Background: an optimization exercise with open tools, aiming at small area and a short achievable clock period. Do not read the settings as production practice. Function not checked in this run: the RTL went through the layout flow alone. No activity file was given, so power comes from the tool's default toggle rates.

`flow/design.v`:
```
module lowp2(signal_in,
             signal_out,
             time_constant,
             clock_in,
             reset,
             enable);
input                 enable;
input  signed [27:0]  signal_in;
output signed [27:0]  signal_out;
input  signed [4:0]   time_constant;
input                 clock_in;
input                 reset;
localparam N = 256;
localparam W = 36;
reg  [28*(N-1)-1:0] sr;     
reg  [27:0]     last;       
reg  [7:0]      cnt;        
reg             full;       
reg  [W-1:0]    sumn;       
reg  [27:0]     outq;       
wire            full_next = ~reset & (full | (cnt == 8'd255));
wire [W-1:0] base = ~sumn - {{(W-28){last[27]}}, last};
wire [W-1:0] nsum, nsumn;
lowp2_add #(.W(W)) add (.a({{(W-28){signal_in[27]}}, signal_in}), .b(base), .clr(reset),
                        .y(nsum), .yn(nsumn));
always @(posedge clock_in) begin
    sr   <= {sr[28*(N-2)-1:0], signal_in};
    last <= full_next ? sr[28*(N-1)-1 -: 28] : 28'd0;
end
always @(posedge clock_in) begin
    if (reset) begin
        cnt  <= 8'd0;
        full <= 1'b0;
    end else begin
        cnt  <= cnt + 8'd1;
        full <= full_next;
    end
    sumn <= nsumn;
    outq <= nsum[W-1:8];
end
assign signal_out = outq;
endmodule
module lowp2_add #(parameter W = 36) (a, b, clr, y, yn);
input  [W-1:0] a;
input  [W-1:0] b;
input          clr;
output [W-1:0] y;
output [W-1:0] yn;
wire [W-1:0] gn0 = ~(a & b);
wire [W-1:0] pn0 = ~(a ^ b);
wire [W-1:0] p   = a ^ b;
wire [W-1:0] g1, p1, gn2, pn2, g3, p3, gn4, pn4, g5, p5, gn6, pn6;
lowp2_pfx_n #(.W(W), .D(1))  l1 (.gn(gn0), .pn(pn0), .g(g1),  .p(p1));
lowp2_pfx_t #(.W(W), .D(2))  l2 (.g(g1),  .p(p1),  .gn(gn2), .pn(pn2));
lowp2_pfx_n #(.W(W), .D(4))  l3 (.gn(gn2), .pn(pn2), .g(g3),  .p(p3));
lowp2_pfx_t #(.W(W), .D(8))  l4 (.g(g3),  .p(p3),  .gn(gn4), .pn(pn4));
lowp2_pfx_n #(.W(W), .D(16)) l5 (.gn(gn4), .pn(pn4), .g(g5),  .p(p5));
lowp2_pfx_t #(.W(W), .D(32)) l6 (.g(g5),  .p(p5),  .gn(gn6), .pn(pn6));
lowp2_sum #(.W(W)) s (.p(p), .cn({gn6[W-2:0], 1'b1}), .clr(clr), .y(y), .yn(yn));
endmodule
module lowp2_pfx_t #(parameter W = 36, parameter D = 1) (g, p, gn, pn);
input  [W-1:0] g;
input  [W-1:0] p;
output [W-1:0] gn;
output [W-1:0] pn;
genvar i;
generate
    for (i = 0; i < W; i = i + 1) begin : bt
        if (i >= D) begin : mix
            assign gn[i] = ~(g[i] | (p[i] & g[i-D]));
            assign pn[i] = ~(p[i] & p[i-D]);
        end else begin : pass
            assign gn[i] = ~g[i];
            assign pn[i] = ~p[i];
        end
    end
endgenerate
endmodule
module lowp2_pfx_n #(parameter W = 36, parameter D = 1) (gn, pn, g, p);
input  [W-1:0] gn;
input  [W-1:0] pn;
output [W-1:0] g;
output [W-1:0] p;
genvar i;
generate
    for (i = 0; i < W; i = i + 1) begin : bt
        if (i >= D) begin : mix
            assign g[i] = ~(gn[i] & (pn[i] | gn[i-D]));
            assign p[i] = ~(pn[i] | pn[i-D]);
        end else begin : pass
            assign g[i] = ~gn[i];
            assign p[i] = ~pn[i];
        end
    end
endgenerate
endmodule
module lowp2_sum #(parameter W = 36) (p, cn, clr, y, yn);
input  [W-1:0] p;
input  [W-1:0] cn;
input          clr;
output [W-1:0] y;
output [W-1:0] yn;
assign yn = (p ^ cn) | {W{clr}};
assign y  = ~yn;
endmodule
```
`flow/flow/run.sh`:
```
#!/bin/bash
# The standard layout (the standard.sh), with changes to how it is made:
#  - ports are buffered with buf_4 instead of the delay buffer buffer_ports picks by default;
#  - CTS inserts no dummy loads, and drives up to 20 flip-flops from each clkbuf_8 leaf;
#  - timing repair aims for a setup margin, so that it sizes the few paths through the
#    adder and the ports for speed (the SDC and its clock period are the standard flow's, unchanged);
set -euo pipefail
CTS="-sink_clustering_enable -repair_clock_nets -dont_use_dummy_load"
CTS="$CTS -sink_clustering_size 20 -sink_clustering_max_diameter 50 -branching_point_buffers_distance 1000 -distance_between_buffers 200"
CTS="$CTS -sink_clustering_buffer sky130_fd_sc_hd__clkbuf_8"
# all ports on one stretch of the left edge, beside the adder and the sum registers
PINS="-exclude top:* -exclude bottom:* -exclude right:* -exclude left:0-200 -exclude left:300-490"
bash standard.sh \
  "BUFFER_PORTS_ARGS=-buffer_cell sky130_fd_sc_hd__buf_4" \
  "CTS_ARGS=$CTS" \
  "PLACE_PINS_ARGS=$PINS" \
  "SETUP_SLACK_MARGIN=13.6" \
  finish > standard_make.log 2>&1
```
`flow/standard.sh`:
```
#!/bin/bash
# synth_recipe.tcl (not shown) runs the flow's synth.tcl, then flattens the netlist and writes it again
# the make line also repeats each setting of config.mk as NAME=value (left out here)
make -C /OpenROAD-flow-scripts/flow DESIGN_CONFIG=/design/flow/config.mk WORK_HOME=/design/flow/orfs CLKGATE_MAP_FILE= SYNTH_SCRIPT=/design/flow/synth_recipe.tcl "${@:-finish}"
```
`flow/config.mk`:
```
export PLATFORM = sky130hd
export DESIGN_NAME = lowp2
export DESIGN_NICKNAME = lowp2
export VERILOG_FILES = /design/flow/design.v
export SDC_FILE = /design/flow/constraint.sdc
export NUM_CORES = 4
export LEC_CHECK = 0
export CAP_MARGIN = 20
export CORE_MARGIN = 2
export CORE_UTILIZATION = 62
export PLACE_DENSITY = 0.72
export SLEW_MARGIN = 20
export SYNTH_HIERARCHICAL = 1
export SYNTH_MINIMUM_KEEP_SIZE = 0
```
`flow/constraint.sdc`:
```
create_clock -name core_clock -period 18.0 [get_ports {clock_in}]
set_input_delay 3.6000 -clock core_clock [delete_from_list [all_inputs] [get_ports {clock_in}]]
set_output_delay 3.6000 -clock core_clock [all_outputs]
set_load 0.01 [all_outputs]
```
==> impl_metrics.tcl <==
set metrics [dict create \
    outcome "finished clean" \
    finalClockSkew_ns 0.114 \
    max_freq_ghz 0.204 \
    drv_slew 0 \
    first_pass_iters 4 \
    cts-root-buf "clkbuf_16" \
    grt_pass1_wl_um 279000 \
    min-delay-start "sr[6517]" \
    cp-end-kind "primary output" \
    grt_pass1_vias 52200 \
    tritoncts "built" \
    antenna_found_initial 1 \
    r2r_start "last[11]" \
    fin_tns_setup_ns 0 \
    cp-start-kind "flop" \
    fin_crit_ns 4.91 \
    cts_buffers 433 \
    min_period_over_period_pct 27.3 \
    regArea_mm2 0.145 \
    clockBufferDepth 4 \
    maxCapViolCount 0 \
    grt_max_degree 42 \
    die_w_um 496 \
    dieArea_mm2 0.246 \
    fp.coreArea_mm2 0.241 \
    cts_num_sinks 7241 \
    start_util_pct 62.5 \
    drcViolationCount 0 \
    drive_above_1_share_pct 11.8 \
    slowest_delay_ns 0.38 \
    finalSetupViolations 0 \
    clk_pin_slew_ns 0.09 \
    wl_per_cell_um 14.5 \
    dieHeight_um 496 \
    route.met3.wl_um 6010 \
    gr-total-overflow 0 \
    synth_cells 8163 \
    cp_cell_sequence "buf_6" \
    grt_usage_pct 14.1 \
    crit_type "flop to primary output" \
    multi_input_area_mm2 0.00716 \
    arrival_ns 1.31 \
    crit_family "flip-flops" \
    htreeDepth 5 \
    num_vias 50300 \
    wl_met1_um 94000 \
    nNetsFinal 8839 \
    via_per_inst 4.22 \
    timing.final.ws_setup_ns 13.09 \
    place_hpwl_um 94300 \
    leakagePower_nw 66.4 \
    syn_area_mm2 0.150 \
    rsz0062_at_grt "true" \
    clkLatencyLatePin_ns 0.84 \
    critical_path.max_fanout 1 \
    crit_start "outq[17]" \
    placementRows 180 \
    relSlewSlack_pct 60.4 \
    worstPathRequired_ns 14.40 \
    p_per_area_mw_per_mm2 166 \
    syn_area_per_cell_um2 18.4 \
    syn2layout_area_growth_pct 9.78 \
    hold_ws_ns 0.242 \
    path_buf_inv 1 \
    drt_iter0_drc 2078 \
    tightest_slew_ns 0.592 \
    hp-class "flop to flop" \
    yosysWarningCount 7 \
    cp_slowest_cell "dfxtp_2" \
    port_buffers 57 \
    power.ir.vdd_worst_v 0.000126 \
    io_pins 64 \
    ant_nets 0 \
    hold_viol_final 0 \
    wl_um 172000 \
    place_ws_ns 11.95 \
    nFillCells 14900 \
    dr_wl_met2_um 67500 \
    synth_nets 8272 \
    highest-signal-layer "met4" \
    place_congestion 0.757 \
]
## stage by stage
stage                     power, mW  util, %  instance area [µm²]  std cells
after floorplan                18.3        -               151000       8163
after global placement         19.4     64.5               155000      11400
after detailed placement       19.3     64.5               155000      11400
after CTS                      27.3     68.3               164000      11900
after global routing           28.6     68.6               165000      11900
final                          27.4     68.6               165000      11900
## state kept, by name, indices dropped and copies added, names as in the netlist
signal,flops
sr,7140
sumn,36
last,28
outq,28
cnt,8
full,1
## timing repair
item | CTS | global route
endpoints found under the setup margin | 87 | 102
pin swaps | 98 | 100
gates resized for setup | 512 | 132
buffers inserted | 66 | 27
hold buffers | 0 | 0
## power breakdown
part	switching (mW)	internal, mW	total (mW)
sequential	0.0848	16.3	16.3
clock	4.22	2.36	6.58
combinational	2.50	1.96	4.46
## worst paths after layout
kind	to	cells past startpoint	slack (ns)
setup reg to reg	outq[26]	20	13.57
hold reg to reg	sr[6545]	0	0.24
hold / removal	sr[6545]	0	0.24
setup / recovery	signal_out[17]	1	13.09
## area by class of cell
cell class / instances / area share (%)
antenna: 2 / 0.00303
timing repair buffer: 151 / 0.979
inverter: 201 / 0.547
clock buffer: 433 / 3.86
multi-input combinational: 702 / 4.34
tap: 3185 / 2.41
sequential: 7241 / 87.9
## cells in the final DEF (no fill, tap or decap), drive strengths merged, types with 4 or more instances in the layout
cell type and instances:
dfxtp 7241, o31ai 4, buf 151, a31oi 4, o21ai 102, nand2 77, a21oi 97, o21a 4
ha 72, o21bai 4, a21o 17, and2 31, nand3 11, clkbuf 433, nor2 88, nor3 5
nand4 4, xor2 17, xnor2 56, inv 200, and3 7, nor2b 34, nand2b 39
## metal layers
layer	global-route usage, %	vias to the layer above
met2	19.6	583
met4	4.45	0
li1	-	25900
met1	22.5	23400
met5	0	-
met3	2.35	378

-- separate check: timing with driven ports --
The flow's constraints put no driver on any port. The routed layout listed below was extracted and timed again, unchanged, in two steps. Step 1: set_driving_cell puts a clkbuf_16 on clock_in and a buf_2 on each other input, an assumption about the parent block. Step 2 moves the port delays by t, midway between the first and last clock arrival at a register: inputs arrive t later, outputs are due t later. That takes back most of the time a late clock gives input paths. Slacks: ideal ports / drivers / drivers and shift; pairs: ideal ports / drivers.
t (ns): 0.859
slack for setup (ns): 13.094 / 13.028 / 12.448
worst setup path at the end: input to register
latest minus earliest clock arrival (ns): 0.136 / 0.136
worst register clock-pin slew, ns: 0.13 / 0.13
After both steps this run still meets setup and hold. For this run, drivers alone change the setup slack by -0.066 ns; drivers and shift together by -0.646 ns.
